Context: an optimization exercise on an open-source flow, tuned for small area, a short achievable clock period and few clock cycles. The choices shown serve that exercise and are no tape-out recipe.
No run shown here included a check of the RTL's function; only the layout flow was run.

**flow/run.sh**
```bash
#!/bin/bash
set -e
echo "export BUFFER_PORTS_ARGS = -buffer_cell sky130_fd_sc_hd__buf_4" >> "$FLOW_CONFIG"
echo "export SETUP_SLACK_MARGIN = 15" >> "$FLOW_CONFIG"
bash standard.sh > standard_flow.log 2>&1
```
**standard.sh**
```bash
#!/bin/bash
# synth_recipe.tcl (not shown) runs the flow's synth.tcl, then flattens the netlist and writes it again
# the make line also repeats each setting of config.mk as NAME=value (left out here)
make -C /OpenROAD-flow-scripts/flow DESIGN_CONFIG=/design/flow/config.mk WORK_HOME=/design/flow/orfs CLKGATE_MAP_FILE= SYNTH_SCRIPT=/design/flow/synth_recipe.tcl "${@:-finish}"
```
**config.mk**
```make
export PLATFORM = sky130hd
export DESIGN_NAME = fp4_fft
export DESIGN_NICKNAME = fp4_fft
export VERILOG_FILES = /design/flow/design.v
export SDC_FILE = /design/flow/constraint.sdc
export NUM_CORES = 4
export LEC_CHECK = 0
export ABC_AREA = 1
export CAP_MARGIN = 20
export CORE_MARGIN = 2
export CORE_UTILIZATION = 40
export CTS_BUF_LIST = sky130_fd_sc_hd__clkbuf_16
export CTS_CLUSTER_DIAMETER = 80
export CTS_CLUSTER_SIZE = 25
export SLEW_MARGIN = 20
export BUFFER_PORTS_ARGS = -buffer_cell sky130_fd_sc_hd__buf_4
export SETUP_SLACK_MARGIN = 15
```
**constraint.sdc**
```tcl
create_clock -name core_clock -period 20.0 [get_ports {clk}]
set_input_delay 4.0000 -clock core_clock [delete_from_list [all_inputs] [get_ports {clk}]]
set_output_delay 4.0000 -clock core_clock [all_outputs]
set_load 0.01 [all_outputs]
```
**design.v**
```verilog
module fp4_cmul_w(br, bi, widx, p_re, p_im);
  input [3:0] br;
  wire [3:0] br;
  input [3:0] bi;
  wire [3:0] bi;
  input [2:0] widx;
  wire [2:0] widx;
  output [3:0] p_re;
  wire [3:0] p_re;
  output [3:0] p_im;
  wire [3:0] p_im;
  wire _000_;
  wire _001_;
  wire _002_;
  wire _003_;
  wire _004_;
  wire _005_;
  wire _006_;
  wire _007_;
  wire _008_;
  wire _009_;
  wire _010_;
  wire _011_;
  wire _012_;
  wire _013_;
  wire _014_;
  wire _015_;
  wire _016_;
  wire _017_;
  wire _018_;
  wire _019_;
  wire _020_;
  wire _021_;
  wire _022_;
  wire _023_;
  wire _024_;
  wire _025_;
  wire _026_;
  wire _027_;
  wire _028_;
  wire _029_;
  wire _030_;
  wire _031_;
  wire _032_;
  wire _033_;
  wire _034_;
  wire _035_;
  wire _036_;
  wire _037_;
  wire _038_;
  wire _039_;
  wire _040_;
  wire _041_;
  wire _042_;
  wire _043_;
  wire _044_;
  wire _045_;
  wire _046_;
  wire _047_;
  wire _048_;
  wire _049_;
  wire _050_;
  wire _051_;
  wire _052_;
  wire _053_;
  wire _054_;
  wire _055_;
  wire _056_;
  wire _057_;
  wire _058_;
  wire _059_;
  wire _060_;
  wire _061_;
  wire _062_;
  wire _063_;
  wire _064_;
  wire _065_;
  wire _066_;
  wire _067_;
  wire _068_;
  wire _069_;
  wire _070_;
  wire _071_;
  wire _072_;
  wire _073_;
  wire _074_;
  wire _075_;
  wire _076_;
  wire _077_;
  wire _078_;
  wire _079_;
  wire _080_;
  wire _081_;
  wire _082_;
  wire _083_;
  wire _084_;
  wire _085_;
  wire _086_;
  wire _087_;
  wire _088_;
  wire _089_;
  wire _090_;
  wire _091_;
  wire _092_;
  wire _093_;
  wire _094_;
  wire _095_;
  wire _096_;
  wire _097_;
  wire _098_;
  wire _099_;
  wire _100_;
  wire _101_;
  wire _102_;
  wire _103_;
  wire _104_;
  wire _105_;
  wire _106_;
  wire _107_;
  wire _108_;
  wire _109_;
  wire _110_;
  wire _111_;
  wire _112_;
  wire _113_;
  wire _114_;
  wire _115_;
  wire _116_;
  wire _117_;
  wire _118_;
  wire _119_;
  wire _120_;
  wire _121_;
  wire _122_;
  wire _123_;
  wire _124_;
  wire _125_;
  wire _126_;
  wire _127_;
  wire _128_;
  wire _129_;
  wire _130_;
  wire _131_;
  wire _132_;
  wire _133_;
  wire _134_;
  wire _135_;
  wire _136_;
  wire _137_;
  wire _138_;
  wire _139_;
  wire _140_;
  wire _141_;
  wire _142_;
  wire _143_;
  wire _144_;
  wire _145_;
  wire _146_;
  wire _147_;
  wire _148_;
  wire _149_;
  wire _150_;
  wire _151_;
  wire _152_;
  wire _153_;
  wire _154_;
  wire _155_;
  wire _156_;
  wire _157_;
  wire _158_;
  wire _159_;
  wire _160_;
  wire _161_;
  wire _162_;
  wire _163_;
  wire _164_;
  wire _165_;
  wire _166_;
  wire _167_;
  wire _168_;
  wire _169_;
  wire _170_;
  wire _171_;
  wire _172_;
  wire _173_;
  wire _174_;
  wire _175_;
  wire _176_;
  wire _177_;
  wire _178_;
  wire _179_;
  wire _180_;
  wire _181_;
  wire _182_;
  wire _183_;
  wire _184_;
  wire _185_;
  wire _186_;
  wire _187_;
  wire _188_;
  wire _189_;
  wire _190_;
  wire _191_;
  wire _192_;
  wire _193_;
  wire _194_;
  wire _195_;
  wire _196_;
  wire _197_;
  wire _198_;
  wire _199_;
  wire _200_;
  wire _201_;
  wire _202_;
  wire _203_;
  wire _204_;
  wire _205_;
  wire _206_;
  wire _207_;
  wire _208_;
  wire _209_;
  wire _210_;
  wire _211_;
  wire _212_;
  wire _213_;
  wire _214_;
  wire _215_;
  wire _216_;
  wire _217_;
  wire _218_;
  wire _219_;
  wire _220_;
  wire _221_;
  wire _222_;
  wire _223_;
  wire _224_;
  wire _225_;
  wire _226_;
  wire _227_;
  wire _228_;
  wire _229_;
  wire _230_;
  wire _231_;
  wire _232_;
  wire _233_;
  wire _234_;
  wire _235_;
  wire _236_;
  wire _237_;
  wire _238_;
  wire _239_;
  wire _240_;
  wire _241_;
  wire _242_;
  wire _243_;
  wire _244_;
  wire _245_;
  wire _246_;
  wire _247_;
  wire _248_;
  wire _249_;
  wire _250_;
  wire _251_;
  wire _252_;
  wire _253_;
  wire _254_;
  wire _255_;
  wire _256_;
  wire _257_;
  wire _258_;
  wire _259_;
  wire _260_;
  wire _261_;
  wire _262_;
  wire _263_;
  wire _264_;
  wire _265_;
  wire _266_;
  wire _267_;
  wire _268_;
  wire _269_;
  wire _270_;
  wire _271_;
  wire _272_;
  wire _273_;
  wire _274_;
  wire _275_;
  wire _276_;
  wire _277_;
  wire _278_;
  wire _279_;
  wire _280_;
  wire _281_;
  wire _282_;
  wire _283_;
  wire _284_;
  wire _285_;
  wire _286_;
  wire _287_;
  wire _288_;
  wire _289_;
  wire _290_;
  wire _291_;
  wire _292_;
  wire _293_;
  wire _294_;
  wire _295_;
  wire _296_;
  wire _297_;
  wire _298_;
  wire _299_;
  wire [3:0] \a1.out ;
  wire [3:0] \a1.result ;
  wire [2:0] \a1.sig_l ;
  wire [2:0] \a1.sig_s ;
  wire [2:0] \a1.sig_s_unaligned ;
  wire \a1.sub ;
  wire [3:0] \m1.x ;
  wire [3:0] \m2.half ;
  wire [3:0] \m2.mhalf ;
  wire [3:0] \m2.x ;
  wire [3:0] \m3.half ;
  wire [3:0] \m3.x ;
  wire [3:0] \m4.half ;
  wire [3:0] \m4.x ;
  wire [3:0] \s1.out ;
  wire [3:0] \s1.result ;
  wire [2:0] \s1.sig_l ;
  wire [2:0] \s1.sig_s ;
  wire [2:0] \s1.sig_s_unaligned ;
  wire \s1.sub ;
  wire [2:0] \tw.idx ;
  assign _097_ = ~widx[2];
  assign _108_ = widx[1] & _097_;
  assign _119_ = _108_ & widx[0];
  assign _130_ = ~_119_;
  assign _141_ = ~widx[1];
  assign _152_ = _141_ & widx[2];
  assign _163_ = ~_152_;
  assign _174_ = _163_ & _130_;
  assign _183_ = ~widx[0];
  assign _194_ = _183_ & widx[1];
  assign _205_ = ~_194_;
  assign _216_ = _205_ & _174_;
  assign _226_ = _216_ & bi[1];
  assign _233_ = ~_226_;
  assign _234_ = _183_ & _141_;
  assign _235_ = ~_234_;
  assign _236_ = _235_ & bi[2];
  assign _237_ = ~_236_;
  assign _238_ = _237_ & _233_;
  assign _239_ = ~_238_;
  assign _240_ = _235_ & br[2];
  assign _241_ = ~_240_;
  assign _242_ = ~_174_;
  assign _243_ = _242_ & br[1];
  assign _244_ = ~_243_;
  assign _245_ = _244_ & _241_;
  assign _246_ = ~_245_;
  assign _247_ = _246_ & _239_;
  assign _248_ = ~_247_;
  assign _249_ = _235_ & br[1];
  assign _250_ = ~_249_;
  assign _251_ = _250_ & _174_;
  assign _252_ = ~_251_;
  assign _253_ = _252_ & br[2];
  assign _254_ = ~_253_;
  assign _255_ = ~_216_;
  assign _256_ = _235_ & bi[1];
  assign _257_ = ~_256_;
  assign _258_ = _257_ & _255_;
  assign _259_ = ~_258_;
  assign _260_ = _259_ & bi[2];
  assign _261_ = ~_260_;
  assign _262_ = _261_ & _254_;
  assign _263_ = _262_ & _248_;
  assign _264_ = ~_263_;
  assign _265_ = ~_262_;
  assign _266_ = _260_ & _253_;
  assign _267_ = ~_266_;
  assign _268_ = _267_ & _265_;
  assign _269_ = ~_268_;
  assign _270_ = _243_ & br[2];
  assign _271_ = ~_270_;
  assign _272_ = _216_ & bi[2];
  assign _273_ = _272_ & bi[1];
  assign _274_ = ~_273_;
  assign _275_ = _274_ & _271_;
  assign _276_ = _275_ & _269_;
  assign _277_ = ~_276_;
  assign _278_ = ~br[1];
  assign _279_ = _278_ & _183_;
  assign _280_ = ~_279_;
  assign _281_ = br[1] & widx[0];
  assign _282_ = ~_281_;
  assign _283_ = _282_ & bi[1];
  assign _284_ = _283_ & _280_;
  assign _285_ = ~_284_;
  assign _286_ = ~bi[1];
  assign _287_ = _281_ & _286_;
  assign _288_ = ~_287_;
  assign _289_ = _288_ & _285_;
  assign _290_ = _289_ & _247_;
  assign _291_ = ~_290_;
  assign _292_ = _242_ & br[0];
  assign _293_ = ~_292_;
  assign _294_ = _249_ & _245_;
  assign _295_ = ~_294_;
  assign _296_ = _295_ & _293_;
  assign _297_ = ~_296_;
  assign _298_ = _245_ & _238_;
  assign _299_ = _216_ & bi[0];
  assign _000_ = ~_299_;
  assign _001_ = _000_ & _257_;
  assign _002_ = ~_001_;
  assign _003_ = _002_ & _298_;
  assign _004_ = _003_ & _297_;
  assign _005_ = ~_004_;
  assign _006_ = _005_ & _291_;
  assign _007_ = ~_006_;
  assign _008_ = ~_272_;
  assign _009_ = _254_ & _239_;
  assign _010_ = ~_009_;
  assign _011_ = _010_ & _008_;
  assign _012_ = ~_011_;
  assign _013_ = _012_ & _000_;
  assign _014_ = ~_013_;
  assign _015_ = ~_003_;
  assign _016_ = _011_ & _015_;
  assign _017_ = _016_ & _296_;
  assign _018_ = ~_017_;
  assign _019_ = _018_ & _014_;
  assign _020_ = ~br[3];
  assign _021_ = _020_ & bi[3];
  assign _022_ = ~_021_;
  assign _023_ = ~bi[3];
  assign _024_ = br[3] & _023_;
  assign _025_ = ~_024_;
  assign _026_ = _025_ & _022_;
  assign _027_ = ~_026_;
  assign _028_ = _027_ & _019_;
  assign _029_ = ~_028_;
  assign _030_ = ~_019_;
  assign _031_ = _026_ & _030_;
  assign _032_ = ~_031_;
  assign _033_ = _032_ & _029_;
  assign _034_ = ~_033_;
  assign _035_ = _034_ & _007_;
  assign _036_ = ~_035_;
  assign _037_ = _036_ & _277_;
  assign _038_ = ~_037_;
  assign _039_ = _038_ & _247_;
  assign _040_ = ~_275_;
  assign _041_ = _026_ & _040_;
  assign _042_ = ~_041_;
  assign _043_ = _027_ & _275_;
  assign _044_ = ~_043_;
  assign _045_ = _044_ & _042_;
  assign _046_ = _045_ & _039_;
  assign _047_ = ~_046_;
  assign _048_ = _047_ & _264_;
  assign _049_ = ~_048_;
  assign _050_ = _030_ & _007_;
  assign _051_ = ~_050_;
  assign _052_ = _019_ & _006_;
  assign _053_ = ~_052_;
  assign _054_ = _053_ & _051_;
  assign _055_ = ~_054_;
  assign _056_ = _055_ & _298_;
  assign _057_ = ~_056_;
  assign _058_ = _057_ & _049_;
  assign p_im[2] = ~_058_;
  assign _059_ = _298_ & _262_;
  assign _060_ = _059_ & _036_;
  assign _061_ = ~_060_;
  assign _062_ = _061_ & _047_;
  assign _063_ = ~_062_;
  assign _064_ = _063_ & _054_;
  assign _065_ = ~_064_;
  assign _066_ = _262_ & _247_;
  assign _067_ = ~_066_;
  assign _068_ = _067_ & _065_;
  assign _069_ = _035_ & _040_;
  assign _070_ = ~_069_;
  assign _071_ = _037_ & _275_;
  assign _072_ = ~_071_;
  assign _073_ = _072_ & _070_;
  assign p_im[1] = _073_ & _068_;
  assign _074_ = ~_039_;
  assign _075_ = ~_059_;
  assign _076_ = _075_ & _055_;
  assign p_im[0] = _076_ & _074_;
  assign _077_ = _242_ & bi[1];
  assign _078_ = ~_077_;
  assign _079_ = _257_ & _174_;
  assign _080_ = _079_ & _236_;
  assign _081_ = ~_080_;
  assign _082_ = _081_ & _078_;
  assign _083_ = ~_082_;
  assign _084_ = _216_ & br[1];
  assign _085_ = ~_084_;
  assign _086_ = _085_ & _241_;
  assign _087_ = ~_086_;
  assign _088_ = ~_079_;
  assign _089_ = _088_ & bi[2];
  assign _090_ = ~_089_;
  assign _091_ = _090_ & _087_;
  assign _092_ = ~_091_;
  assign _093_ = _216_ & br[2];
  assign _094_ = ~_093_;
  assign _095_ = _094_ & _092_;
  assign _096_ = _095_ & _083_;
  assign _098_ = ~_096_;
  assign _099_ = ~_095_;
  assign _100_ = _250_ & _255_;
  assign _101_ = ~_100_;
  assign _102_ = _101_ & _085_;
  assign _103_ = ~_102_;
  assign _104_ = _103_ & _099_;
  assign _105_ = ~_104_;
  assign _106_ = _105_ & _098_;
  assign _107_ = _090_ & _082_;
  assign _109_ = _216_ & br[0];
  assign _110_ = ~_109_;
  assign _111_ = _086_ & _249_;
  assign _112_ = ~_111_;
  assign _113_ = _112_ & _110_;
  assign _114_ = ~_113_;
  assign _115_ = _087_ & _082_;
  assign _116_ = ~_289_;
  assign _117_ = _089_ & _116_;
  assign _118_ = _117_ & _115_;
  assign _120_ = ~_118_;
  assign _121_ = ~_115_;
  assign _122_ = _101_ & br[2];
  assign _123_ = ~_122_;
  assign _124_ = _123_ & _090_;
  assign _125_ = _124_ & _121_;
  assign _126_ = _125_ & _098_;
  assign _127_ = ~_126_;
  assign _128_ = _127_ & _120_;
  assign _129_ = ~_128_;
  assign _131_ = _129_ & _114_;
  assign _132_ = _242_ & bi[0];
  assign _133_ = ~_132_;
  assign _134_ = _107_ & _256_;
  assign _135_ = ~_134_;
  assign _136_ = _135_ & _133_;
  assign _137_ = ~_136_;
  assign _138_ = _137_ & _131_;
  assign _139_ = ~_138_;
  assign _140_ = _139_ & _107_;
  assign _142_ = ~_140_;
  assign _143_ = _142_ & _026_;
  assign _144_ = ~_143_;
  assign _145_ = ~_107_;
  assign _146_ = _087_ & _289_;
  assign _147_ = _146_ & _145_;
  assign _148_ = _113_ & _099_;
  assign _149_ = ~_148_;
  assign _150_ = ~_131_;
  assign _151_ = _150_ & _095_;
  assign _153_ = _151_ & _136_;
  assign _154_ = ~_153_;
  assign _155_ = _154_ & _149_;
  assign _156_ = _155_ & _147_;
  assign _157_ = ~_156_;
  assign _158_ = ~_147_;
  assign _159_ = ~_155_;
  assign _160_ = _159_ & _158_;
  assign _161_ = ~_160_;
  assign _162_ = _161_ & _157_;
  assign _164_ = _162_ & _139_;
  assign _165_ = ~_164_;
  assign _166_ = _165_ & _144_;
  assign _167_ = ~_166_;
  assign _168_ = _159_ & _026_;
  assign _169_ = ~_168_;
  assign _170_ = _169_ & _147_;
  assign _171_ = _170_ & _167_;
  assign _172_ = ~_171_;
  assign _173_ = _172_ & _128_;
  assign _175_ = ~_173_;
  assign _176_ = _175_ & _167_;
  assign _177_ = ~_176_;
  assign _178_ = _177_ & _106_;
  assign _179_ = ~_178_;
  assign _180_ = ~_106_;
  assign _181_ = _175_ & _180_;
  assign _182_ = ~_181_;
  assign p_re[1] = _182_ & _179_;
  assign p_re[0] = _173_ & _162_;
  assign _184_ = ~p_re[1];
  assign _185_ = ~_124_;
  assign _186_ = _144_ & _106_;
  assign _187_ = ~_186_;
  assign _188_ = _143_ & _180_;
  assign _189_ = ~_188_;
  assign _190_ = _189_ & _187_;
  assign _191_ = ~_190_;
  assign _192_ = _191_ & _175_;
  assign _193_ = ~_192_;
  assign _195_ = _193_ & _185_;
  assign _196_ = ~_195_;
  assign _197_ = _191_ & _124_;
  assign _198_ = _197_ & _176_;
  assign _199_ = ~_198_;
  assign _200_ = _199_ & _196_;
  assign _201_ = _200_ & _184_;
  assign _202_ = ~_201_;
  assign _203_ = ~_151_;
  assign _204_ = _203_ & _020_;
  assign _206_ = ~_204_;
  assign _207_ = _235_ & _023_;
  assign _208_ = ~_207_;
  assign _209_ = _234_ & bi[3];
  assign _210_ = ~_209_;
  assign _211_ = _210_ & _208_;
  assign _212_ = ~_211_;
  assign _213_ = _212_ & _151_;
  assign _214_ = ~_213_;
  assign _215_ = _214_ & _206_;
  assign p_re[3] = _215_ & _202_;
  assign _217_ = ~_068_;
  assign _218_ = _217_ & _058_;
  assign _219_ = ~_218_;
  assign _220_ = ~_016_;
  assign _221_ = _220_ & _023_;
  assign _222_ = ~_221_;
  assign _223_ = _235_ & br[3];
  assign _224_ = ~_223_;
  assign _225_ = _234_ & _020_;
  assign _227_ = ~_225_;
  assign _228_ = _227_ & _224_;
  assign _229_ = ~_228_;
  assign _230_ = _229_ & _016_;
  assign _231_ = ~_230_;
  assign _232_ = _231_ & _222_;
  assign p_im[3] = _232_ & _219_;
  assign p_re[2] = ~_200_;
  assign \s1.sub  = 1'h1;
  assign \s1.out  = p_re;
  assign \s1.sig_l [2] = 1'h0;
  assign \s1.sig_s_unaligned [2] = 1'h0;
  assign \s1.sig_s [2] = 1'h0;
  assign \s1.result  = p_re;
  assign \m4.x  = bi;
  assign \m4.half [2:0] = \m2.half [2:0];
  assign \m3.x  = br;
  assign \m3.half [3] = 1'hx;
  assign \a1.result  = p_im;
  assign \a1.sig_s [2] = 1'h0;
  assign \a1.sig_s_unaligned [2] = 1'h0;
  assign \m2.x  = bi;
  assign \m2.half [3] = 1'hx;
  assign \m2.mhalf [2:0] = \m2.half [2:0];
  assign \a1.sig_l [2] = 1'h0;
  assign \m1.x  = br;
  assign \tw.idx  = widx;
  assign \a1.out  = p_im;
  assign \a1.sub  = 1'h0;
endmodule
module fp4_cmul_w2(br, bi, w, p_re, p_im);
  input [3:0] br;
  wire [3:0] br;
  input [3:0] bi;
  wire [3:0] bi;
  input [1:0] w;
  wire [1:0] w;
  output [3:0] p_re;
  wire [3:0] p_re;
  output [3:0] p_im;
  wire [3:0] p_im;
  wire _000_;
  wire _001_;
  wire _002_;
  wire _003_;
  wire _004_;
  wire _005_;
  wire _006_;
  wire _007_;
  wire _008_;
  wire _009_;
  wire _010_;
  wire _011_;
  wire _012_;
  wire _013_;
  wire _014_;
  wire _015_;
  wire _016_;
  wire _017_;
  wire _018_;
  wire _019_;
  wire _020_;
  wire _021_;
  wire _022_;
  wire _023_;
  wire _024_;
  wire _025_;
  wire _026_;
  wire _027_;
  wire _028_;
  wire _029_;
  wire _030_;
  wire _031_;
  wire _032_;
  wire _033_;
  wire _034_;
  wire _035_;
  wire _036_;
  wire _037_;
  wire _038_;
  wire _039_;
  wire _040_;
  wire _041_;
  wire _042_;
  wire _043_;
  wire _044_;
  wire _045_;
  wire _046_;
  wire _047_;
  wire _048_;
  wire _049_;
  wire _050_;
  wire _051_;
  wire _052_;
  wire _053_;
  wire _054_;
  wire _055_;
  wire _056_;
  wire _057_;
  wire _058_;
  wire _059_;
  wire _060_;
  wire _061_;
  wire _062_;
  wire _063_;
  wire _064_;
  wire _065_;
  wire _066_;
  wire _067_;
  wire _068_;
  wire _069_;
  wire _070_;
  wire _071_;
  wire _072_;
  wire _073_;
  wire _074_;
  wire _075_;
  wire _076_;
  wire _077_;
  wire _078_;
  wire _079_;
  wire _080_;
  wire _081_;
  wire _082_;
  wire _083_;
  wire _084_;
  wire _085_;
  wire _086_;
  wire _087_;
  wire _088_;
  wire _089_;
  wire _090_;
  wire _091_;
  wire _092_;
  wire _093_;
  wire _094_;
  wire _095_;
  wire _096_;
  wire _097_;
  wire _098_;
  wire _099_;
  wire _100_;
  wire _101_;
  wire _102_;
  wire _103_;
  wire _104_;
  wire _105_;
  wire _106_;
  wire _107_;
  wire _108_;
  wire _109_;
  wire _110_;
  wire _111_;
  wire _112_;
  wire _113_;
  wire _114_;
  wire _115_;
  wire _116_;
  wire _117_;
  wire _118_;
  wire _119_;
  wire _120_;
  wire _121_;
  wire _122_;
  wire _123_;
  wire _124_;
  wire _125_;
  wire _126_;
  wire _127_;
  wire _128_;
  wire _129_;
  wire _130_;
  wire _131_;
  wire _132_;
  wire _133_;
  wire _134_;
  wire _135_;
  wire _136_;
  wire _137_;
  wire _138_;
  wire _139_;
  wire _140_;
  wire _141_;
  wire _142_;
  wire _143_;
  wire _144_;
  wire _145_;
  wire _146_;
  wire _147_;
  wire _148_;
  wire _149_;
  wire _150_;
  wire [3:0] \u.a1.out ;
  wire [3:0] \u.a1.result ;
  wire [2:0] \u.a1.sig_l ;
  wire [2:0] \u.a1.sig_s ;
  wire [2:0] \u.a1.sig_s_unaligned ;
  wire \u.a1.sub ;
  wire [3:0] \u.bi ;
  wire [3:0] \u.br ;
  wire [3:0] \u.m1.x ;
  wire [3:0] \u.m2.half ;
  wire [3:0] \u.m2.mhalf ;
  wire [3:0] \u.m2.x ;
  wire [3:0] \u.m3.half ;
  wire [3:0] \u.m3.x ;
  wire [3:0] \u.m4.half ;
  wire [3:0] \u.m4.x ;
  wire [3:0] \u.p_im ;
  wire [3:0] \u.p_re ;
  wire [3:0] \u.s1.out ;
  wire [3:0] \u.s1.result ;
  wire [2:0] \u.s1.sig_l ;
  wire [2:0] \u.s1.sig_s ;
  wire [2:0] \u.s1.sig_s_unaligned ;
  wire \u.s1.sub ;
  wire [2:0] \u.tw.idx ;
  wire [2:0] \u.widx ;
  assign _072_ = ~bi[2];
  assign _073_ = _072_ & br[2];
  assign _074_ = br[1] & w[0];
  assign _075_ = _074_ & _073_;
  assign _076_ = ~_075_;
  assign _077_ = ~br[2];
  assign _078_ = bi[2] & _077_;
  assign _079_ = bi[1] & w[0];
  assign _080_ = _079_ & _078_;
  assign _081_ = ~_080_;
  assign _082_ = _081_ & _076_;
  assign _083_ = ~w[0];
  assign _084_ = ~w[1];
  assign _085_ = _084_ & _083_;
  assign _086_ = ~_085_;
  assign _087_ = _086_ & _072_;
  assign _088_ = ~_087_;
  assign _089_ = w[1] & _083_;
  assign _090_ = ~_089_;
  assign _091_ = _090_ & _077_;
  assign _092_ = ~_091_;
  assign _093_ = _092_ & _088_;
  assign _094_ = ~_093_;
  assign _095_ = _094_ & _082_;
  assign _096_ = ~_095_;
  assign _097_ = ~_073_;
  assign _098_ = ~_078_;
  assign _099_ = _098_ & _097_;
  assign _100_ = ~bi[3];
  assign _101_ = _100_ & br[3];
  assign _102_ = ~_101_;
  assign _103_ = ~br[3];
  assign _104_ = bi[3] & _103_;
  assign _105_ = ~_104_;
  assign _106_ = _105_ & _102_;
  assign _107_ = ~_106_;
  assign _108_ = _107_ & _099_;
  assign _109_ = _108_ & w[0];
  assign _110_ = ~_109_;
  assign _111_ = _110_ & _096_;
  assign _112_ = ~_111_;
  assign _113_ = ~_108_;
  assign _114_ = _113_ & w[0];
  assign _115_ = bi[1] & br[1];
  assign _116_ = ~_115_;
  assign _117_ = _116_ & _099_;
  assign _118_ = ~_117_;
  assign _119_ = _118_ & _114_;
  assign _120_ = ~_119_;
  assign _121_ = _085_ & br[1];
  assign _122_ = ~_121_;
  assign _123_ = _089_ & bi[1];
  assign _124_ = ~_123_;
  assign _125_ = _124_ & _122_;
  assign _126_ = _125_ & _120_;
  assign _127_ = ~_074_;
  assign _128_ = ~_079_;
  assign _129_ = _128_ & _127_;
  assign _130_ = ~_129_;
  assign _131_ = _130_ & _117_;
  assign _132_ = ~_131_;
  assign _133_ = _085_ & br[0];
  assign _134_ = ~_133_;
  assign _135_ = _089_ & bi[0];
  assign _136_ = ~_135_;
  assign _137_ = _136_ & _134_;
  assign _138_ = _137_ & _132_;
  assign _139_ = ~_138_;
  assign _140_ = _139_ & _095_;
  assign _141_ = _140_ & _126_;
  assign _142_ = ~_141_;
  assign _143_ = _142_ & _112_;
  assign p_re[2] = ~_143_;
  assign _144_ = _139_ & _112_;
  assign _145_ = ~_144_;
  assign _146_ = ~_126_;
  assign _147_ = _146_ & _082_;
  assign _148_ = ~_147_;
  assign _149_ = _148_ & _145_;
  assign p_re[1] = ~_149_;
  assign _150_ = _126_ & _112_;
  assign _000_ = ~_150_;
  assign p_re[0] = _000_ & _139_;
  assign _001_ = ~_114_;
  assign _002_ = _072_ & _084_;
  assign _003_ = ~_002_;
  assign _004_ = _077_ & w[1];
  assign _005_ = ~_004_;
  assign _006_ = _005_ & _003_;
  assign _007_ = _006_ & _001_;
  assign _008_ = ~_007_;
  assign _009_ = _008_ & _082_;
  assign _010_ = _089_ & br[0];
  assign _011_ = ~_010_;
  assign _012_ = _085_ & bi[0];
  assign _013_ = ~_012_;
  assign _014_ = _013_ & _011_;
  assign _015_ = _014_ & _132_;
  assign _016_ = ~_015_;
  assign _017_ = ~br[1];
  assign _018_ = _086_ & _017_;
  assign _019_ = ~_018_;
  assign _020_ = ~bi[1];
  assign _021_ = _090_ & _020_;
  assign _022_ = ~_021_;
  assign _023_ = _022_ & _019_;
  assign _024_ = ~_023_;
  assign _025_ = bi[2] & br[2];
  assign _026_ = ~_025_;
  assign _027_ = _026_ & _024_;
  assign _028_ = _027_ & _016_;
  assign _029_ = ~_028_;
  assign _030_ = _029_ & _009_;
  assign p_im[2] = ~_030_;
  assign _031_ = ~_099_;
  assign _032_ = _031_ & w[0];
  assign _033_ = ~_032_;
  assign _034_ = _033_ & _015_;
  assign _035_ = ~_034_;
  assign _036_ = _035_ & _009_;
  assign _037_ = ~_036_;
  assign _038_ = _023_ & _001_;
  assign _039_ = ~_038_;
  assign _040_ = _039_ & _037_;
  assign p_im[1] = ~_040_;
  assign _041_ = _024_ & _009_;
  assign _042_ = ~_041_;
  assign p_im[0] = _042_ & _016_;
  assign _043_ = _033_ & _128_;
  assign _044_ = ~_043_;
  assign _045_ = _044_ & _097_;
  assign _046_ = ~_045_;
  assign _047_ = _046_ & _103_;
  assign _048_ = ~_047_;
  assign _049_ = _048_ & _090_;
  assign _050_ = ~_049_;
  assign _051_ = _089_ & _100_;
  assign _052_ = ~_051_;
  assign _053_ = _052_ & _050_;
  assign _054_ = ~_053_;
  assign _055_ = _045_ & _100_;
  assign _056_ = ~_055_;
  assign _057_ = _150_ & _138_;
  assign _058_ = ~_057_;
  assign _059_ = _058_ & _056_;
  assign p_re[3] = _059_ & _054_;
  assign _060_ = _046_ & _086_;
  assign _061_ = ~_060_;
  assign _062_ = _061_ & bi[3];
  assign _063_ = ~_062_;
  assign _064_ = _103_ & _083_;
  assign _065_ = ~_064_;
  assign _066_ = _065_ & _050_;
  assign _067_ = ~_066_;
  assign _068_ = _067_ & _063_;
  assign _069_ = ~_068_;
  assign _070_ = _040_ & _009_;
  assign _071_ = ~_070_;
  assign p_im[3] = _071_ & _069_;
  assign \u.s1.sig_l [2] = 1'h0;
  assign \u.s1.sig_s_unaligned [2] = 1'h0;
  assign \u.s1.sig_s [2] = 1'h0;
  assign \u.m2.x  = bi;
  assign \u.m2.half [3] = 1'hx;
  assign \u.m2.mhalf [2:0] = \u.m2.half [2:0];
  assign \u.s1.result  = p_re;
  assign \u.m3.half [3] = 1'hx;
  assign \u.m3.x  = br;
  assign \u.s1.out  = p_re;
  assign \u.m1.x  = br;
  assign \u.s1.sub  = 1'h1;
  assign \u.m4.half [2:0] = \u.m2.half [2:0];
  assign \u.m4.x  = bi;
  assign \u.tw.idx  = { w, 1'h0 };
  assign \u.p_im  = p_im;
  assign \u.p_re  = p_re;
  assign \u.widx  = { w, 1'h0 };
  assign \u.bi  = bi;
  assign \u.br  = br;
  assign \u.a1.result  = p_im;
  assign \u.a1.sig_s [2] = 1'h0;
  assign \u.a1.sig_s_unaligned [2] = 1'h0;
  assign \u.a1.sig_l [2] = 1'h0;
  assign \u.a1.out  = p_im;
  assign \u.a1.sub  = 1'h0;
endmodule
module fp4_addsub2(a, p, x, y);
  input [3:0] a;
  wire [3:0] a;
  input [3:0] p;
  wire [3:0] p;
  output [3:0] x;
  wire [3:0] x;
  output [3:0] y;
  wire [3:0] y;
  wire _000_;
  wire _001_;
  wire _002_;
  wire _003_;
  wire _004_;
  wire _005_;
  wire _006_;
  wire _007_;
  wire _008_;
  wire _009_;
  wire _010_;
  wire _011_;
  wire _012_;
  wire _013_;
  wire _014_;
  wire _015_;
  wire _016_;
  wire _017_;
  wire _018_;
  wire _019_;
  wire _020_;
  wire _021_;
  wire _022_;
  wire _023_;
  wire _024_;
  wire _025_;
  wire _026_;
  wire _027_;
  wire _028_;
  wire _029_;
  wire _030_;
  wire _031_;
  wire _032_;
  wire _033_;
  wire _034_;
  wire _035_;
  wire _036_;
  wire _037_;
  wire _038_;
  wire _039_;
  wire _040_;
  wire _041_;
  wire _042_;
  wire _043_;
  wire _044_;
  wire _045_;
  wire _046_;
  wire _047_;
  wire _048_;
  wire _049_;
  wire _050_;
  wire _051_;
  wire _052_;
  wire _053_;
  wire _054_;
  wire _055_;
  wire _056_;
  wire _057_;
  wire _058_;
  wire _059_;
  wire _060_;
  wire _061_;
  wire _062_;
  wire _063_;
  wire _064_;
  wire _065_;
  wire _066_;
  wire _067_;
  wire _068_;
  wire _069_;
  wire _070_;
  wire _071_;
  wire _072_;
  wire _073_;
  wire _074_;
  wire _075_;
  wire _076_;
  wire _077_;
  wire _078_;
  wire _079_;
  wire _080_;
  wire _081_;
  wire _082_;
  wire _083_;
  wire _084_;
  wire _085_;
  wire _086_;
  wire _087_;
  wire _088_;
  wire _089_;
  wire _090_;
  wire _091_;
  wire _092_;
  wire _093_;
  wire _094_;
  wire _095_;
  wire _096_;
  wire _097_;
  wire _098_;
  wire _099_;
  wire _100_;
  wire _101_;
  wire _102_;
  wire _103_;
  wire _104_;
  wire _105_;
  wire _106_;
  wire _107_;
  wire _108_;
  wire _109_;
  wire _110_;
  wire _111_;
  wire _112_;
  wire _113_;
  wire _114_;
  wire _115_;
  wire _116_;
  wire _117_;
  wire _118_;
  wire _119_;
  wire _120_;
  wire _121_;
  wire _122_;
  wire _123_;
  wire _124_;
  wire _125_;
  wire _126_;
  wire _127_;
  wire _128_;
  wire _129_;
  wire _130_;
  wire _131_;
  wire _132_;
  wire _133_;
  wire _134_;
  wire _135_;
  wire _136_;
  wire _137_;
  wire _138_;
  wire _139_;
  wire _140_;
  wire _141_;
  wire _142_;
  wire _143_;
  wire _144_;
  wire _145_;
  wire _146_;
  wire _147_;
  wire _148_;
  wire _149_;
  wire _150_;
  wire _151_;
  wire _152_;
  wire [2:0] \u_d.x ;
  wire [2:0] \u_d.y ;
  wire [2:0] \u_s.x ;
  wire [2:0] \u_s.y ;
  wire [2:0] xm;
  wire [2:0] ym;
  assign _064_ = ~a[0];
  assign _072_ = a[1] & p[1];
  assign _073_ = ~_072_;
  assign _074_ = ~p[1];
  assign _075_ = ~a[1];
  assign _076_ = _075_ & _074_;
  assign _077_ = ~_076_;
  assign _078_ = _077_ & _073_;
  assign _079_ = ~_078_;
  assign _080_ = _079_ & a[2];
  assign _081_ = ~_080_;
  assign _082_ = ~p[2];
  assign _083_ = a[1] & _082_;
  assign _084_ = ~_083_;
  assign _085_ = _084_ & _081_;
  assign _086_ = ~_085_;
  assign _087_ = _086_ & _064_;
  assign _088_ = ~_087_;
  assign _089_ = ~p[0];
  assign _090_ = _089_ & _074_;
  assign _091_ = ~_090_;
  assign _092_ = _074_ & _082_;
  assign _093_ = ~_092_;
  assign _094_ = _093_ & _091_;
  assign _095_ = ~_094_;
  assign _096_ = a[2] & _082_;
  assign _097_ = ~_096_;
  assign _098_ = _097_ & _075_;
  assign _099_ = _098_ & _095_;
  assign _100_ = ~_099_;
  assign _101_ = p[0] & p[1];
  assign _102_ = ~_101_;
  assign _103_ = a[1] & a[0];
  assign _104_ = ~_103_;
  assign _105_ = _104_ & _102_;
  assign _106_ = ~_105_;
  assign _107_ = a[2] & p[2];
  assign _108_ = _107_ & _106_;
  assign _109_ = ~_108_;
  assign _110_ = ~a[2];
  assign _111_ = _110_ & p[1];
  assign _112_ = _111_ & _089_;
  assign _113_ = ~_112_;
  assign _114_ = _113_ & _109_;
  assign _115_ = _114_ & _100_;
  assign _116_ = _115_ & _088_;
  assign _117_ = _091_ & _110_;
  assign _118_ = ~_117_;
  assign _119_ = a[0] & _082_;
  assign _120_ = ~_119_;
  assign _121_ = ~_107_;
  assign _122_ = _121_ & _084_;
  assign _123_ = _122_ & _120_;
  assign _124_ = _123_ & _118_;
  assign _125_ = ~_124_;
  assign _126_ = _110_ & _082_;
  assign _127_ = ~_126_;
  assign _128_ = _127_ & _121_;
  assign _129_ = _127_ & _072_;
  assign _130_ = ~_129_;
  assign _131_ = _110_ & _075_;
  assign _132_ = ~_131_;
  assign _133_ = _132_ & _093_;
  assign _134_ = _133_ & _130_;
  assign _135_ = _134_ & _128_;
  assign _136_ = _135_ & _125_;
  assign _137_ = ~_136_;
  assign _138_ = _137_ & _116_;
  assign _139_ = ~p[3];
  assign _140_ = ~a[3];
  assign _141_ = _140_ & _139_;
  assign _142_ = ~_141_;
  assign _143_ = a[3] & p[3];
  assign _144_ = ~_143_;
  assign _145_ = _144_ & _142_;
  assign _146_ = ~_145_;
  assign _147_ = _146_ & _134_;
  assign _148_ = ~_147_;
  assign y[0] = _148_ & _138_;
  assign _149_ = ~_128_;
  assign _150_ = _149_ & _073_;
  assign _151_ = ~_150_;
  assign _152_ = _128_ & _077_;
  assign _000_ = ~_152_;
  assign _001_ = _000_ & _151_;
  assign _002_ = ~_001_;
  assign _003_ = _125_ & _109_;
  assign _004_ = _003_ & _002_;
  assign _005_ = _004_ & _145_;
  assign _006_ = ~_005_;
  assign _007_ = _116_ & _107_;
  assign _008_ = ~_007_;
  assign _009_ = p[0] & a[0];
  assign _010_ = ~_009_;
  assign _011_ = _089_ & _064_;
  assign _012_ = ~_011_;
  assign _013_ = _012_ & _010_;
  assign _014_ = ~_013_;
  assign _015_ = _149_ & _079_;
  assign _016_ = _015_ & _014_;
  assign _017_ = ~_016_;
  assign _018_ = _017_ & _002_;
  assign _019_ = _018_ & _137_;
  assign _020_ = _019_ & _008_;
  assign _021_ = _020_ & _146_;
  assign _022_ = ~_021_;
  assign _023_ = _022_ & _006_;
  assign y[1] = ~_023_;
  assign _024_ = _145_ & _134_;
  assign _025_ = ~_024_;
  assign x[0] = _025_ & _138_;
  assign _026_ = ~_004_;
  assign _027_ = _026_ & _146_;
  assign _028_ = ~_027_;
  assign _029_ = ~_020_;
  assign _030_ = _029_ & _145_;
  assign _031_ = ~_030_;
  assign x[1] = _031_ & _028_;
  assign _032_ = _127_ & _125_;
  assign _033_ = ~_032_;
  assign _034_ = _033_ & _077_;
  assign _035_ = ~_034_;
  assign _036_ = _107_ & _076_;
  assign _037_ = ~_036_;
  assign _038_ = _037_ & _017_;
  assign _039_ = _038_ & _035_;
  assign _040_ = ~_039_;
  assign _041_ = _040_ & _025_;
  assign _042_ = ~_041_;
  assign _043_ = _145_ & _108_;
  assign _044_ = ~_043_;
  assign y[2] = _044_ & _042_;
  assign _045_ = ~y[2];
  assign _046_ = _045_ & _023_;
  assign _047_ = ~_046_;
  assign _048_ = _091_ & _075_;
  assign _049_ = ~_048_;
  assign _050_ = _149_ & _102_;
  assign _051_ = _050_ & _049_;
  assign _052_ = ~_051_;
  assign _053_ = _052_ & _097_;
  assign _054_ = ~_053_;
  assign _055_ = _054_ & _140_;
  assign _056_ = ~_055_;
  assign _057_ = _053_ & p[3];
  assign _058_ = ~_057_;
  assign _059_ = _058_ & _056_;
  assign y[3] = _059_ & _047_;
  assign _060_ = _040_ & _148_;
  assign _061_ = ~_060_;
  assign _062_ = _146_ & _108_;
  assign _063_ = ~_062_;
  assign x[2] = _063_ & _061_;
  assign _065_ = ~x[1];
  assign _066_ = ~x[2];
  assign _067_ = _066_ & _065_;
  assign _068_ = ~_067_;
  assign _069_ = _053_ & _139_;
  assign _070_ = ~_069_;
  assign _071_ = _070_ & _056_;
  assign x[3] = _071_ & _068_;
  assign \u_s.y  = p[2:0];
  assign \u_s.x  = a[2:0];
  assign \u_d.y  = p[2:0];
  assign \u_d.x  = a[2:0];
  assign ym = y[2:0];
  assign xm = x[2:0];
endmodule
module fp4_butterfly(
    input [7:0] A,
    input [7:0] B,
    input [2:0] widx,
    output [7:0] X,
    output [7:0] Y
);
    wire [3:0] p_re, p_im;
    fp4_cmul_w cm (.br(B[7:4]), .bi(B[3:0]), .widx(widx), .p_re(p_re), .p_im(p_im));
    fp4_addsub2 xr (.a(A[7:4]), .p(p_re), .x(X[7:4]), .y(Y[7:4]));
    fp4_addsub2 xi (.a(A[3:0]), .p(p_im), .x(X[3:0]), .y(Y[3:0]));
endmodule
module fp4_butterfly_w2(
    input [7:0] A,
    input [7:0] B,
    input [1:0] w,
    output [7:0] X,
    output [7:0] Y
);
    wire [3:0] p_re, p_im;
    fp4_cmul_w2 cm (.br(B[7:4]), .bi(B[3:0]), .w(w), .p_re(p_re), .p_im(p_im));
    fp4_addsub2 xr (.a(A[7:4]), .p(p_re), .x(X[7:4]), .y(Y[7:4]));
    fp4_addsub2 xi (.a(A[3:0]), .p(p_im), .x(X[3:0]), .y(Y[3:0]));
endmodule
module fp4_z(
    input [3:0] x,
    output [3:0] y
);
    wire sub = (x[2:1] == 2'b00);
    assign y = {x[3] & (x[2:0] != 3'b000), x[2] | (sub & x[0]), x[1] | (sub & x[0]), x[0] & ~sub};
endmodule
module fp4_butterfly_w0(
    input [7:0] A,
    input [7:0] B,
    output [7:0] X,
    output [7:0] Y
);
    wire [3:0] p_re, p_im;
    fp4_z zr (.x(B[7:4]), .y(p_re));
    fp4_z zi (.x(B[3:0]), .y(p_im));
    fp4_addsub2 xr (.a(A[7:4]), .p(p_re), .x(X[7:4]), .y(Y[7:4]));
    fp4_addsub2 xi (.a(A[3:0]), .p(p_im), .x(X[3:0]), .y(Y[3:0]));
endmodule
module fp4_butterfly_w08(
    input [7:0] A,
    input [7:0] B,
    input w8,
    output [7:0] X,
    output [7:0] Y
);
    wire [3:0] zr, zi;
    fp4_z u_r (.x(B[7:4]), .y(zr));
    fp4_z u_i (.x(B[3:0]), .y(zi));
    wire [3:0] p_re = w8 ? {zi[3] ^ (zi != 4'h0), zi[2:0]} : zr;
    wire [3:0] p_im = w8 ? zr : zi;
    fp4_addsub2 xr (.a(A[7:4]), .p(p_re), .x(X[7:4]), .y(Y[7:4]));
    fp4_addsub2 xi (.a(A[3:0]), .p(p_im), .x(X[3:0]), .y(Y[3:0]));
endmodule
module sdf_stage #(
    parameter D = 8
)(
    input wire clk,
    input wire en,
    input wire phase,
    input wire [7:0] s_in,
    input wire [7:0] X,
    input wire [7:0] Y,
    output wire [7:0] A,
    output wire [7:0] s_out
);
    reg [8*D-1:0] dl;  
    assign A = dl[8*D-1 -: 8];
    generate
        if (D == 1) begin : g1
            always @(posedge clk)
                if (en) dl <= phase ? Y : s_in;
        end else begin : gn
            always @(posedge clk)
                if (en) dl <= {dl[8*(D-1)-1:0], phase ? Y : s_in};
        end
    endgenerate
    assign s_out = phase ? X : A;
endmodule
module fp4_fft #(
    parameter MAX_N = 32,
    parameter ADDR_WIDTH = $clog2(MAX_N)
)(
    input wire clk,
    input wire rst,
    input wire start,
    input wire [ADDR_WIDTH-1:0] N,  
    output reg done,
    output reg error,
    input wire [7:0] data_in,  
    input wire data_in_valid,  
    output reg [7:0] data_out,  
    output reg data_out_valid,  
    output reg fft_ready  
);
    reg n16, n8;
    always @(posedge clk) begin
        n16 <= (N == 5'd16);
        n8 <= (N == 5'd8);
    end
    wire [3:0] mask = n16 ? 4'hf : n8 ? 4'h7 : 4'h3;
    function [14:0] stage_ctl;
        input [3:0] x;
        input m16, m8;
        reg [3:0] l0, l1, l2, l3, l4, l5, cm, r;
        reg hi4;
        begin
            l0 = x - 4'd1;
            l1 = x - 4'd9;
            l2 = x - 4'd14;
            l3 = x - 4'd1;
            l4 = x - 4'd2;
            l5 = x - 4'd9;
            hi4 = m16 ? l4[3] : m8 ? l4[2] : l4[1];
            cm = x & (m16 ? 4'hf : m8 ? 4'h7 : 4'h3);
            r = m16 ? 4'd11 : m8 ? 4'd7 : 4'd1;
            stage_ctl[14] = m16 & l0[3];
            stage_ctl[13] = (m16 | m8) & l1[2];
            stage_ctl[12] = l2[1];
            stage_ctl[11] = l3[0];
            stage_ctl[10] = m16 & l1[3];
            stage_ctl[9:8] = m16 ? {l2[2], l2[3]} : m8 ? {l2[2], 1'b0} : 2'b00;
            stage_ctl[7:5] = m16 ? {l3[1], l3[2], l3[3]} : m8 ? {l3[1], l3[2], 1'b0} : {l3[1], 2'b00};
            stage_ctl[4] = hi4 & ~l4[0];
            stage_ctl[3] = m16 & l5[2] & ~l5[1];
            stage_ctl[2] = (cm >= r);
            stage_ctl[1] = (cm == r - 4'd1);
            stage_ctl[0] = 1'b0;
        end
    endfunction
    reg in_frame;  
    reg [3:0] c;  
    reg [5:0] fv;  
    reg en;  
    reg [14:0] ctl;  
    wire start_now = data_in_valid & ~in_frame & fft_ready;
    wire adv = in_frame ? data_in_valid : 1'b1;
    wire last = in_frame & data_in_valid & ((c & mask) == mask);
    wire last_slot = ((c & mask) == mask);
    wire wrap = last_slot & (in_frame ? data_in_valid : ~(data_in_valid & fft_ready));
    wire in_frame_n = in_frame ? ~(data_in_valid & last_slot) : (data_in_valid & fft_ready);
    wire [3:0] c_inc = c + 4'd1;
    wire [3:0] c_n = start_now ? 4'd1 : adv ? c_inc : c;
    wire wrap_next = (((c + 4'd1) & mask) == 4'd0);
    wire [14:0] ctl_inc = stage_ctl(c + 4'd1, n16, n8);
    wire [14:0] ctl_one = stage_ctl(4'd1, N == 5'd16, N == 5'd8);
    always @(posedge clk)
        ctl <= ~adv ? ctl : start_now ? ctl_one : ctl_inc;
    wire ph8 = ctl[14], ph4 = ctl[13];
    wire ph2 = ~c[1], ph1 = ~c[0];
    wire k4 = ctl[10];
    wire [2:0] k1 = ctl[7:5];
    wire l2b2 = c[2] ^ c[1], l2b3 = c[3] ^ (c[2] & c[1]);
    wire [1:0] k2 = n16 ? {l2b2, l2b3} : n8 ? {l2b2, 1'b0} : 2'b00;
    wire hi4 = n16 ? ~(c[3] ^ (c[2] | c[1])) : n8 ? ~(c[2] ^ c[1]) : ~c[1];
    wire cond1 = hi4 & ~c[0];
    wire cond2 = n16 & ~(c[2] ^ (c[1] | c[0])) & (c[1] ^ c[0]);
    wire [3:0] cm = c & mask;
    wire near = n16 ? (cm >= 4'd11) : n8 ? (cm == 4'd7) : (cm != 4'd0);
    wire far_last = n16 ? (cm == 4'd10) : n8 ? (cm == 4'd6) : (cm == 4'd0);
    wire out_v = n16 ? (near ? fv[0] : fv[1]) : n8 ? (near ? fv[1] : fv[2]) : (near ? fv[4] : fv[5]);
    wire [5:0] keep = n16 ? 6'b000011 : n8 ? 6'b000111 : 6'b111111;
    always @(posedge clk or negedge rst) begin
        if (!rst) begin
            in_frame <= 1'b0;
            c <= 4'hf;  
            fv <= 6'b000000;
            en <= 1'b0;
        end else begin
            in_frame <= in_frame_n;
            c <= c_n;
            en <= adv;
            if (wrap)
                fv <= {fv[4:0], in_frame} & keep;
            else if (en & far_last) begin
                if (n16) fv[1] <= 1'b0;
                else if (n8) fv[2] <= 1'b0;
                else fv[5] <= 1'b0;
            end
        end
    end
    reg [7:0] in_reg, o4, o2;
    wire [7:0] s8, s4, s2, s1;
    wire [7:0] a8, a4, a2, a1, x8, y8, x4, y4, x2, y2, x1, y1;
    wire [7:0] b4 = s8;
    wire [7:0] b2 = o4;
    fp4_butterfly_w0 bf8 (.A(a8), .B(in_reg), .X(x8), .Y(y8));
    fp4_butterfly_w08 bf4 (.A(a4), .B(b4), .w8(k4), .X(x4), .Y(y4));
    fp4_butterfly_w2 bf2 (.A(a2), .B(b2), .w(k2), .X(x2), .Y(y2));
    fp4_butterfly bf1 (.A(a1), .B(o2), .widx(k1), .X(x1), .Y(y1));
    sdf_stage #(.D(8)) st8 (.clk(clk), .en(en), .phase(ph8), .s_in(in_reg),
                            .X(x8), .Y(y8), .A(a8), .s_out(s8));
    sdf_stage #(.D(4)) st4 (.clk(clk), .en(en), .phase(ph4), .s_in(b4),
                            .X(x4), .Y(y4), .A(a4), .s_out(s4));
    sdf_stage #(.D(2)) st2 (.clk(clk), .en(en), .phase(ph2), .s_in(b2),
                            .X(x2), .Y(y2), .A(a2), .s_out(s2));
    sdf_stage #(.D(1)) st1 (.clk(clk), .en(en), .phase(ph1), .s_in(o2),
                            .X(x1), .Y(y1), .A(a1), .s_out(s1));
    reg [55:0] rv1;
    reg [15:0] rv2;
    wire [7:0] tap1 = n16 ? rv1[55:48] : n8 ? rv1[23:16] : rv1[7:0];
    wire [7:0] q1 = cond1 ? s1 : tap1;
    wire [7:0] q2 = cond2 ? q1 : rv2[15:8];
    always @(posedge clk) begin
        in_reg <= data_in;
        data_out <= q2;
    end
    always @(posedge clk) begin
        fft_ready <= in_frame ? (data_in_valid & last_slot) : (~(data_in_valid & fft_ready) & wrap_next);
        done <= last;
        error <= start & ((N == 5'd0) | ((N & (N - 5'd1)) != 5'd0));
        data_out_valid <= en & out_v;
    end
    always @(posedge clk) begin
        if (en) begin
            o4 <= s4;
            o2 <= s2;
            rv1 <= {rv1[47:0], cond1 ? tap1 : s1};
            rv2 <= {rv2[7:0], cond2 ? rv2[15:8] : q1};
        end
    end
endmodule
```
==> results of run 1 <==
==> cells by family (layout without fill, tap and decap cells) <==
group / count (synthesis) / in the layout / share of synthesized area [%]
AO/OA/AOI/OAI: 305 / 305 / 13.69
AND/OR/NAND/NOR: 603 / 603 / 20.18
multiplexers: 3 / 3 / 0.2357
buffers and inverters: 218 / 253 / 6.222
adder cells (fa/ha/maj): 51 / 51 / 4.789
flip-flops: 247 / 247 / 53.81
XOR/XNOR: 14 / 14 / 1.065
==> metal layers <==
layer | track usage (%) | up-vias | share of wire [%] | wire length, um
met4 | 3.969 | 0 | 2.1 | 565
met2 | 28.21 | 224 | 48 | 13200
met1 | 21.28 | 4630 | 46 | 12520
met5 | 0 | - | 0 | 0
met3 | 1.830 | 44 | 3.9 | 1066
li1 | - | 4987 | - | -
==> metrics by stage <==
| stage | utilization, % | area, um^2 | hold WS (ns) |
|---|---|---|---|
| finish | 44.35 | 14470 | 0.4098 |
| global route | 44.35 | 14470 | 0.4160 |
| CTS | 44.32 | 14460 | 0.4092 |
| detailed placement | 42.91 | 14000 | 0.4045 |
| global placement | 42.91 | 14000 | 0.4003 |
| floorplan | - | 13290 | 0.4003 |
==> cells in the final DEF (no fill, tap or decap), drive strengths merged, types with 5 or more instances in the layout <==
cell type  count
a21oi         59
nand2        396
nand3         88
nor2          77
clkbuf        15
o22ai         27
o31ai          7
or2            5
nand4         11
edfxtp       213
inv          200
buf           33
xor2           9
ha            50
o21ai        153
a22o           9
a22oi          8
dfxtp         22
xnor2          5
o211ai        13
nor3          15
dfrtp          8
==> area by class of cell <==
cell class	instances	area [um^2]
Timing Repair inverter	1	5.005
Clock inverter	9	81.33
Fill cell	3153	18150
Sequential cell	247	7147
Tap cell	442	553.0
Clock buffer	15	375.4
Multi-Input combinational cell	976	5316
Timing Repair Buffer	33	251.5
Inverter	195	738.2
==> worst max-delay path by stage <==
| stage | startpoint | endpoint | slack, ns |
|---|---|---|---|
| floorplan | data_in_valid | fv[2] | 15.01 |
| global placement | data_in_valid | fv[2] | 14.75 |
| detailed placement | data_in_valid | fv[2] | 14.73 |
| CTS | fft_ready | fft_ready | 15.01 |
| global route | fft_ready | fft_ready | 15.00 |
| finish | fft_ready | fft_ready | 15.03 |
==> what timing repair did <==
action | in CTS | in global routing
endpoints found under the hold margin | 0 | 0
setup endpoints to repair | 1 | 3
resized for setup | 1 | 2
pin swaps | 0 | 0
cloned | 0 | 1
==> flow_summary.yaml, run 1 <==
critical_path:
  regToRegSetupSlack_ns: 15.57
  cpPeakStageDelay_ns: 0.37
  critPathKind: "flip-flop to primary output"
  cp_num_cells: 1
  cp_cell_sequence: "buf_6"
  endpoint_kind: "primary output"
  critPathTopFamily: "flip-flops"
  worstPathRequired_ns: 16.00
  r2r_cells: 23
  cp.arrival_ns: 0.97
  critPathBufInv: 1
  slowest_stage: "dfxtp_2"
  worst-path-max-fanout: 3
  critPathLaunchType: "flip-flop"
  r2r-end: "o2[7]"
  rr_startpoint: "c[1]"
yosys:
  syn_inst: 1441
  synth_ff_type: "edfxtp_1"
  synthTopCellsByCount: "362 x nand2_1, 213 x edfxtp_1, 175 x inv_1, 107 x o21ai_0, 79 x nand3_1"
  syn_area_mm2: 0.01327
  synth_top_area_share_pct: 48.19
  synth_edf_count: 213
  yosysMostFrequentCell: "nand2_1"
  ys_warn_count: 5
  ys_seq_area_share_pct: 53.81
  syn_nets: 1508
  yosysUniqueCellTypes: 61
  syn_avg_cell_area_um2: 9.210
  synth_area_leaders: "edfxtp_1 48%, nand2_1 10%, inv_1 4.9%"
  synth_area_leader_cell: "edfxtp_1"
  synth-async-reset-ratio_pct: 4.858
  ys_ff_latch: 247
clock_tree:
  postCtsSetupBuffers: 0
  cts.sink_count: 247
  clock_latency_ns: 0.50
  clkSlewWorstSetupHoldPaths_ns: 0.11
  cts_hold_buf: 0
  cts_buffers: 14
  clockBufferDepth: 3
  cts_tree: "built"
  ctsRootBufferMaster: "clkbuf_16"
  h-tree-depth: 1
layout:
  largest_register_ffs: 64
  areaGrowthSynthToFinish_pct: 9.013
  regMostFlops: "st8.dl"
  stdcell_count: 1918
  diodes: 0
  reg_top3: "st8.dl (64), rv1 (56), st4.dl (32)"
  nNetsFinal: 1535
  drive_gt1_share_pct: 10.70
route:
  post_drt_wl_per_cell_um: 14.26
  drc_errors: 0
  drtIter0Drc: 839
  route.final.wire_length_um: 27360
  avgViaCountPerCell: 5.154
  ant_nets: 0
  route.vias.total: 9885
  drt_first_pass_iters: 6
placement:
  io_buffer_count: 28
  dpl.hpwl_um: 19270
  pre_cts_ws_ns: 14.73
  gp_congestion: 0.8768
  dpl.cell_count: 1893
die:
  initial_core_util_pct: 40.69
  design.core.area_mm2: 0.03262
  die_height_um: 186.2
  die_w_um: 186.2
  dieArea_mm2: 0.03465
  rows: 66
  num_io_pins: 29
global_route:
  gr-total-overflow: 0
  grt_usage_pct: 16.08
  grt_start_max_net_pins: 74
  first_global_vias: 9538
  antenna_found_initial: 0
  grt_pass1_wl_um: 45600
timing:
  period_share_pct: 24.84
  period_needed_ns: 4.967
  worstMarginPinSlew_ns: 1.017
  rsz0062_at_grt: "false"
  finalMaxSlewViolations: 0
  final.setup.tns_ns: 0
  maxClockFrequency_mhz: 201.3
  finalHoldViolCount: 0
  slew_headroom_pct: 31.93
  finClkSkew_ns: 0.02477
  worst_slack_ns: 15.03
  setup_viol: 0
run_status:
  outcome: "complete, no violations"
min_path:
  min_from: "st4.dl[11]"
  holdPathStages: 0
  hold_end: "st4.dl[19]"
  hold_class: "flip-flop to flip-flop"
run:
  drv_cap: 0
==> run 2, diff against run 1 <==
--- a/design.v
+++ b/design.v
@@ -1476,55 +1476,25 @@
     end
     wire [3:0] mask = n16 ? 4'hf : n8 ? 4'h7 : 4'h3;
-    function [14:0] stage_ctl;
-        input [3:0] x;
-        input m16, m8;
-        reg [3:0] l0, l1, l2, l3, l4, l5, cm, r;
-        reg hi4;
-        begin
-            l0 = x - 4'd1;
-            l1 = x - 4'd9;
-            l2 = x - 4'd14;
-            l3 = x - 4'd1;
-            l4 = x - 4'd2;
-            l5 = x - 4'd9;
-            hi4 = m16 ? l4[3] : m8 ? l4[2] : l4[1];
-            cm = x & (m16 ? 4'hf : m8 ? 4'h7 : 4'h3);
-            r = m16 ? 4'd11 : m8 ? 4'd7 : 4'd1;
-            stage_ctl[14] = m16 & l0[3];
-            stage_ctl[13] = (m16 | m8) & l1[2];
-            stage_ctl[12] = l2[1];
-            stage_ctl[11] = l3[0];
-            stage_ctl[10] = m16 & l1[3];
-            stage_ctl[9:8] = m16 ? {l2[2], l2[3]} : m8 ? {l2[2], 1'b0} : 2'b00;
-            stage_ctl[7:5] = m16 ? {l3[1], l3[2], l3[3]} : m8 ? {l3[1], l3[2], 1'b0} : {l3[1], 2'b00};
-            stage_ctl[4] = hi4 & ~l4[0];
-            stage_ctl[3] = m16 & l5[2] & ~l5[1];
-            stage_ctl[2] = (cm >= r);
-            stage_ctl[1] = (cm == r - 4'd1);
-            stage_ctl[0] = 1'b0;
-        end
-    endfunction
     reg in_frame;  
     reg [3:0] c;  
     reg [5:0] fv;  
     reg en;  
-    reg [14:0] ctl;  
     wire start_now = data_in_valid & ~in_frame & fft_ready;
     wire adv = in_frame ? data_in_valid : 1'b1;
+    wire [3:0] cur = start_now ? 4'd0 : c;
     wire last = in_frame & data_in_valid & ((c & mask) == mask);
+    wire wrap = adv & ((cur & mask) == mask);
+    wire in_frame_n = start_now | (in_frame & ~last);
+    wire [3:0] c_n = adv ? cur + 4'd1 : c;
     wire last_slot = ((c & mask) == mask);
-    wire wrap = last_slot & (in_frame ? data_in_valid : ~(data_in_valid & fft_ready));
-    wire in_frame_n = in_frame ? ~(data_in_valid & last_slot) : (data_in_valid & fft_ready);
-    wire [3:0] c_inc = c + 4'd1;
-    wire [3:0] c_n = start_now ? 4'd1 : adv ? c_inc : c;
     wire wrap_next = (((c + 4'd1) & mask) == 4'd0);
-    wire [14:0] ctl_inc = stage_ctl(c + 4'd1, n16, n8);
-    wire [14:0] ctl_one = stage_ctl(4'd1, N == 5'd16, N == 5'd8);
-    always @(posedge clk)
-        ctl <= ~adv ? ctl : start_now ? ctl_one : ctl_inc;
-    wire ph8 = ctl[14], ph4 = ctl[13];
+    wire c20 = (c[2:0] != 3'd0);
+    wire l1b3 = c[3] ^ ~c20, l1b2 = c[2] ^ ~(c[1] | c[0]), l1b1 = ~(c[1] ^ c[0]);
+    wire l9b3 = c[3] ^ c20, l9b2 = ~(c[2] ^ (c[1] | c[0]));
+    wire ph8 = n16 & l1b3;
+    wire ph4 = (n16 | n8) & l9b2;
     wire ph2 = ~c[1], ph1 = ~c[0];
-    wire k4 = ctl[10];
-    wire [2:0] k1 = ctl[7:5];
+    wire k4 = n16 & l9b3;
+    wire [2:0] k1 = n16 ? {l1b1, l1b2, l1b3} : n8 ? {l1b1, l1b2, 1'b0} : {l1b1, 2'b00};
     wire l2b2 = c[2] ^ c[1], l2b3 = c[3] ^ (c[2] & c[1]);
     wire [1:0] k2 = n16 ? {l2b2, l2b3} : n8 ? {l2b2, 1'b0} : 2'b00;
==> run 2 against run 1 <==
  * Critical path depth is 12 higher
  * Area after synthesis decreased by 1.7%
  * Highest routed layer unchanged
  * Critical path type is now input port to flip-flop
  * Worst setup slack got worse by 0.059 ns
  * Sequential share of layout area decreased by 2.5 points
  * Fmax is 1.2% lower
  * Utilization up 1.9 points
  * Via count rose by 1.7%
==> flow_summary.yaml, run 2 <==
run_status:
  outcome: "complete, no violations"
timing:
  worstMarginPinSlew_ns: 1.033
  period_share_pct: 25.13
  finalHoldViolCount: 0
  rsz0062_at_grt: "true"
  finClkSkew_ns: 0.02483
  final.setup.tns_ns: 0
  whs_ns: 0.4113
  period_needed_ns: 5.026
  setup_viol: 0
  slew_headroom_pct: 31.14
  finalMaxSlewViolations: 0
  maxClockFrequency_mhz: 199.0
yosys:
  syn_nets: 1513
  synth_edf_count: 208
  ys_seq_area_share_pct: 53.60
  ys_ff_latch: 242
  synth-async-reset-ratio_pct: 4.959
  synth_area_leaders: "edfxtp_1 48%, nand2_1 12%, ha_1 5.0%"
  ys_warn_count: 5
  syn_area_mm2: 0.01305
  synth_area_leader_cell: "edfxtp_1"
  synthTopCellsByCount: "404 x nand2_1, 208 x edfxtp_1, 173 x inv_1, 116 x o21ai_0, 75 x nor2_1"
  yosysMostFrequentCell: "nand2_1"
  yosysUniqueCellTypes: 60
  synth_ff_type: "edfxtp_1"
  synth_top_area_share_pct: 47.88
  syn_inst: 1444
  syn_avg_cell_area_um2: 9.034
die:
  design.core.area_mm2: 0.03229
  die_w_um: 184.6
  num_io_pins: 29
  dieArea_mm2: 0.03407
  initial_core_util_pct: 40.40
  die_height_um: 184.6
  rows: 66
clock_tree:
  cts.sink_count: 242
  cts_buffers: 15
  h-tree-depth: 1
  cts_tree: "built"
  cts_hold_buf: 0
  ctsRootBufferMaster: "clkbuf_16"
  clock_latency_ns: 0.50
  clkSlewWorstSetupHoldPaths_ns: 0.10
  clockBufferDepth: 3
route:
  ant_nets: 0
  drc_errors: 0
  drtIter0Drc: 835
  avgViaCountPerCell: 5.122
  post_drt_wl_per_cell_um: 14.53
  route.final.wire_length_um: 28520
  route.vias.total: 10050
  drt_first_pass_iters: 5
layout:
  fin_area_mm2: 0.01494
  areaGrowthSynthToFinish_pct: 14.55
  reg_top3: "st8.dl (64), rv1 (56), st4.dl (32)"
  final_cell_mix: "387 x nand2_1, 208 x edfxtp_1, 171 x inv_1, 108 x o21ai_0, 68 x nor2_1"
  largest_register_ffs: 64
  nNetsFinal: 1580
  drive_gt1_share_pct: 13.62
  diodes: 0
  stdcell_count: 1962
  regMostFlops: "st8.dl"
  layout_commonest_cell: "nand2_1"
global_route:
  grt_pass1_wl_um: 45970
  grt_usage_pct: 16.51
  antenna_found_initial: 0
  gr-total-overflow: 0
  grt_start_max_net_pins: 83
  first_global_vias: 9350
critical_path:
  critPathBufInv: 2
  critPathTopFamily: "compound AO/OA/AOI/OAI gates"
  cpPeakStageDelay_ns: 0.22
  worstPathRequired_ns: 20.38
  cp_cell_sequence: "buf_8 > nand2_8 > nor2_4 > nor2_4 > ha_4 > nand2_4 > o21ai_4 > nand2_2 > inv_2 > a31oi_4 > o21bai_4 > a31oi_1 > a21oi_1"
  regToRegSetupSlack_ns: 15.27
  critPathKind: "input port to flip-flop"
  cp_common_cell: "nor2_4"
  worst-path-max-fanout: 4
  endpoint_kind: "flip-flop"
  critPathLaunchType: "input port"
  slowest_stage: "o21bai_4"
  cp.arrival_ns: 5.41
placement:
  gp_congestion: 0.8762
  io_buffer_count: 28
  dpl.hpwl_um: 19560
  dpl.cell_count: 1897
  post_dp_cell_area_mm2: 0.01378
run:
  drv_cap: 0
min_path:
  hold_class: "flip-flop to flip-flop"
## run 2: final timing paths
kind / cells past startpoint / startpoint / to
max: 13 / data_in_valid / fv[2]
min: 0 / st8.dl[43] / st8.dl[51]
max reg2reg: 39 / c[0] / rv1[7]
min reg2reg: 0 / st8.dl[43] / st8.dl[51]
max in group asynchronous: 1 / rst / c[3]
min in group asynchronous: 1 / rst / fv[4]
## run 2: layout make-up
class	count	area, um^2
Multi-Input combinational cell	991	5569
Sequential cell	242	7008
Clock buffer	16	400.4
Inverter	191	744.5
Clock inverter	10	87.58
Tap cell	442	553.0
Timing Repair Buffer	70	580.6
Fill cell	3035	17350
## run 2: logic make-up after synthesis
group | Yosys count | share of synthesized area [%]
and+or+nand+nor | 620 | 20.52
adders and majority gates | 53 | 5.064
AOI/OAI and AO/OA | 300 | 13.24
DFF | 242 | 53.60
buffers and inverters | 212 | 6.282
xor gates and xnor gates | 16 | 1.218
muxes | 1 | 0.08632
## run 2: through the flow
stage	util, %	setup slack (ns)
2_1_floorplan	-	14.53
3_3_place_gp	42.69	14.12
3_5_place_dp	42.69	13.93
4_1_cts	44.94	14.99
5_1_grt	46.28	14.89
6_report	46.28	14.97
## run 2: worst register-to-register path: cells and delay by family (launching register included)
family          cells  cell delay, ns
simple gates       30            2.69
compound gates      2            0.25
fa+ha+maj           3            0.57
flops               1            0.64
buf+inv             4            0.30
## run 2: repair_timing
item                                    4_1_cts  5_1_grt
gates resized for setup                      28       58
buffers inserted                             14       23
hold endpoints to repair                      0        0
endpoints found under the setup margin       56       41
pin swaps                                     8       30
cloned                                        0        2
## run 2: routing by layer
metal  vias up  share of wire [%]  wire length [um]  track usage, %
met5         -                  0                 0               0
met4         0                2.5               721           4.032
met3        47                4.0              1140           1.936
met2       251                 48             13630           28.48
met1      4687                 46             13030           22.16
li1       5064                  -                 -               -

==> static timing again, ports no longer ideal <==
In the flow no input, the clock included, has a driving cell. The finished layouts below were timed again as built, in two steps. Step 1 (the two cells are an assumption about what drives the block):
set clk [get_ports {clk}]
set_driving_cell -lib_cell sky130_fd_sc_hd__clkbuf_16 $clk
set_driving_cell -lib_cell sky130_fd_sc_hd__buf_2 [delete_from_list [all_inputs] $clk]
Step 2, shift: input delay + t, output delay - t, t = (earliest + latest rising clock arrival at the registers) / 2. This alone moves slack from input paths to output paths. Three values: ideal, step 1, step 2; two values: the first two.
run	shift t [ns]	setup slack, ns	hold WS [ns]	worst setup path after step 2	cell pins on the clock port's net
run 1	0.536	15.033 / 14.985 / 14.723	0.410 / 0.410 / 0.410	input to register	1
run 2	0.546	14.974 / 14.965 / 14.421	0.411 / 0.411 / 0.411	input to register	1
After both steps every run listed still meets setup and hold. For run 2, which loses most, drivers alone change the setup slack by -0.009 ns; drivers and shift together by -0.553 ns.
